Context: an optimization exercise on an open-source flow, tuned for small area, a short achievable clock period and few clock cycles per item. The choices shown serve that exercise and are no tape-out recipe.
At most, simulation tests tie the RTL to the original design; equivalence was not proved.

==> inputs of branch garnet <==
## ysyx_041461_MUL
module ysyx_041461_MUL(
    input  wire   [0:0]  clk             ,
    input  wire   [0:0]  rst             ,
    input  wire   [0:0]  MUL_valid_in    ,
    input  wire   [1:0]  MUL_signed      ,
    input  wire   [63:0] MUL_multiplicand,
    input  wire   [63:0] MUL_multiplier  ,
    output wire   [0:0]  MUL_valid_out   ,
    output wire   [63:0] MUL_result_hi   ,
    output wire   [63:0] MUL_result_lo
);
reg        idle;
reg [10:1] ph;
always @(posedge clk or posedge rst) begin
    if (rst) begin
        idle <= 1'b1;
        ph   <= 10'b0;
    end else begin
        idle <= (idle & ~MUL_valid_in) | ph[10];
        ph   <= {ph[9:1], idle & MUL_valid_in};
    end
end
assign MUL_valid_out = ph[10];
wire [2:0] first;
assign first[0] = ph[1];
reg first_r1;
always @(posedge clk) first_r1 <= idle & MUL_valid_in;
assign first[1] = first_r1;
reg first_r2;
always @(posedge clk or posedge rst) begin
    if (rst) first_r2 <= {1{1'b1}};
    else     first_r2 <= idle & MUL_valid_in;
end
assign first[2] = first_r2;
wire m01_in = ~MUL_signed[1] & MUL_signed[0];
reg [64:0] X;
reg        m01_r, ext_r, b0_r;
always @(posedge clk) begin
    X     <= {MUL_signed[1] & MUL_multiplicand[63], MUL_multiplicand};
    m01_r <= m01_in;
    b0_r  <= MUL_multiplier[0] & ~m01_in;
  ...
clock: 8.0 ns
lec_check: 0
cap_margin: 20
cell_pad_in_sites_detail_placement: 1
cell_pad_in_sites_global_placement: 2
core_margin: 2
core_utilization: 30
cts_cluster_diameter: 100
cts_cluster_size: 25
setup_slack_margin: 5
slew_margin: 20
synth_hierarchical: 1
run.sh (not shown) runs the stock make flow with config.mk's settings and CLKGATE_MAP_FILE= SYNTH_SCRIPT=/design/flow/synth_recipe.tcl, a recipe that flattens the netlist after the stock synthesis.
==> branch juniper: changes against branch garnet <==
--- a/flow/design.v
+++ b/flow/design.v
@@ -73,33 +73,26 @@
     else     first_r2 <= idle & MUL_valid_in;
 end
 assign first[2] = first_r2;
 wire m01_in = ~MUL_signed[1] & MUL_signed[0];
 reg [64:0] X;
-reg        m01_r, ext_r, b0_r;
+reg        m01_r, ext_r;
 always @(posedge clk) begin
     X     <= {MUL_signed[1] & MUL_multiplicand[63], MUL_multiplicand};
     m01_r <= m01_in;
-    b0_r  <= MUL_multiplier[0] & ~m01_in;
     ext_r <= MUL_signed[1] & MUL_signed[0] & MUL_multiplier[63];
 end
 reg [63:0] Q;
 wire [7:0] chunk;
 always @(posedge clk) begin
-    Q <= {chunk, Q[63:8]};
+    if (idle) Q <= MUL_multiplier;
+    else      Q <= {chunk, Q[63:8]};
 end
 wire [8:0] win_in = {MUL_multiplier[8:1], 1'b0};
-wire [64:0] Bx = {MUL_signed[1] & MUL_signed[0] & MUL_multiplier[63], MUL_multiplier};
-wire [8:0] win    = ({9{idle}} & win_in) |
-                     ({9{ph[1]}} & Bx[16:8]) |
-                     ({9{ph[2]}} & Bx[24:16]) |
-                     ({9{ph[3]}} & Bx[32:24]) |
-                     ({9{ph[4]}} & Bx[40:32]) |
-                     ({9{ph[5]}} & Bx[48:40]) |
-                     ({9{ph[6]}} & Bx[56:48]) |
-                     ({9{ph[7]}} & Bx[64:56]);
-wire       mz     = m01_in;
+wire [8:0] win_q  = {ph[7] ? ext_r : Q[16], Q[15:8]};
+wire [8:0] win    = idle ? win_in : win_q;
+wire       mz     = idle ? m01_in : m01_r;
 wire [3:0] enc_neg, enc_one, enc_two;
 genvar e;
 generate for (e = 0; e < 4; e = e + 1) begin : enc
     assign enc_neg[e] = ~mz & win[2*e+2];
     assign enc_one[e] = ~mz & (win[2*e+1] ^ win[2*e]);
@@ -389,11 +382,11 @@
 assign pp3[64] = ((Xs[64] & sel_one2[3]) | (X2[64] & sel_two2[3])) ^ sel_neg2[3];
 assign pp3[65] = ~((X[64] & (sel_one2[3] | sel_two2[3])) ^ sel_neg2[3]);
 wire [2:0] neg_in = sel_neg0[2:0];
 reg [75:0] S, C;
 reg        n3;
-wire       b0 = b0_r;
+wire       b0 = Q[0] & ~m01_r;
 wire       q0 = b0 & X[64];
 wire [66:0] b0row = {~q0, q0, q0, X[63:0] & {64{b0}}};
 wire [69:0] s_in, c_in;
 assign s_in[0] = S[8] & ~first[0];
 assign c_in[0] = first[0] ? 1'b0 : C[8];
Settings changed: CTS_CLUSTER_DIAMETER 100 to unset, CTS_CLUSTER_SIZE 25 to unset.
==> branch yarrow: changes against branch garnet <==
Settings changed: CTS_CLUSTER_DIAMETER 100 to unset, CTS_CLUSTER_SIZE 25 to unset.
==> comparison table <==
Status: branch juniper timing/DRC/antenna clean; branch garnet timing/DRC/antenna clean; branch yarrow timing/DRC/antenna clean
Met2 track demand over resource in global routing: branch juniper 0.350; branch garnet 0.347; branch yarrow 0.347
Setup crit start: branch juniper Q[40]$_DFF_P_; branch garnet sel_neg2[2]$_DFF_PP1_; branch yarrow sel_two2[3]$_DFF_PP1_
Sum of routed wire segments on met1: branch juniper 37900 um; branch garnet 37100 um; branch yarrow 36600 um
Number of sequential cells: branch juniper 396; branch garnet 395; branch yarrow 395
Iter 0 DRT Violations: branch juniper 891; branch garnet 845; branch yarrow 850
Min Tclk post-route: branch juniper 2930 ps; branch garnet 2920 ps; branch yarrow 2900 ps
H-tree levels: branch juniper 2; branch garnet 1; branch yarrow 2
Number of combinational gates with multiple inputs: branch juniper 1584; branch garnet 1596; branch yarrow 1595
Max stage delay cell, worst path: branch juniper dfxtp_1; branch garnet dfstp_2; branch yarrow dfstp_2
Clk slew on worst S/H paths: branch juniper 60 ps; branch garnet 100 ps; branch yarrow 60 ps
Growth of design area from synthesis to finish: branch juniper 19.1%; branch garnet 17.8%; branch yarrow 20.5%
Highest clock frequency the design can meet: branch juniper 342 MHz; branch garnet 342 MHz; branch yarrow 345 MHz
GR met1 Demand/Resource: branch juniper 0.259; branch garnet 0.261; branch yarrow 0.263
Worst Max-Slew Pin Slew: branch juniper 920 ps; branch garnet 804 ps; branch yarrow 800 ps
Ratio of final minimum period to clock period: branch juniper 0.366; branch garnet 0.365; branch yarrow 0.363
Vias per std cell: branch juniper 4.99; branch garnet 5.00; branch yarrow 4.98
DP Cell Count: branch juniper 3362; branch garnet 3397; branch yarrow 3397
Placed Area: branch juniper 28000 um^2; branch garnet 27800 um^2; branch yarrow 27800 um^2
Fraction of standard cell area in multi-input logic: branch juniper 0.527; branch garnet 0.534; branch yarrow 0.522
Startpoint of the worst hold path: branch juniper ph[4]$_DFF_PP0_; branch garnet Q[37]$_DFF_P_; branch yarrow Q[45]$_DFF_P_
Wirelength per Cell: branch juniper 24.7 um; branch garnet 24.2 um; branch yarrow 24.0 um
Overall die area: branch juniper 86300 um^2; branch garnet 83800 um^2; branch yarrow 83800 um^2
Testbench counts of branch juniper, summed over its fixed seeds: cycles 26,400, items 2,400.
The RTL of branch garnet and branch yarrow was laid out without a check of its function.
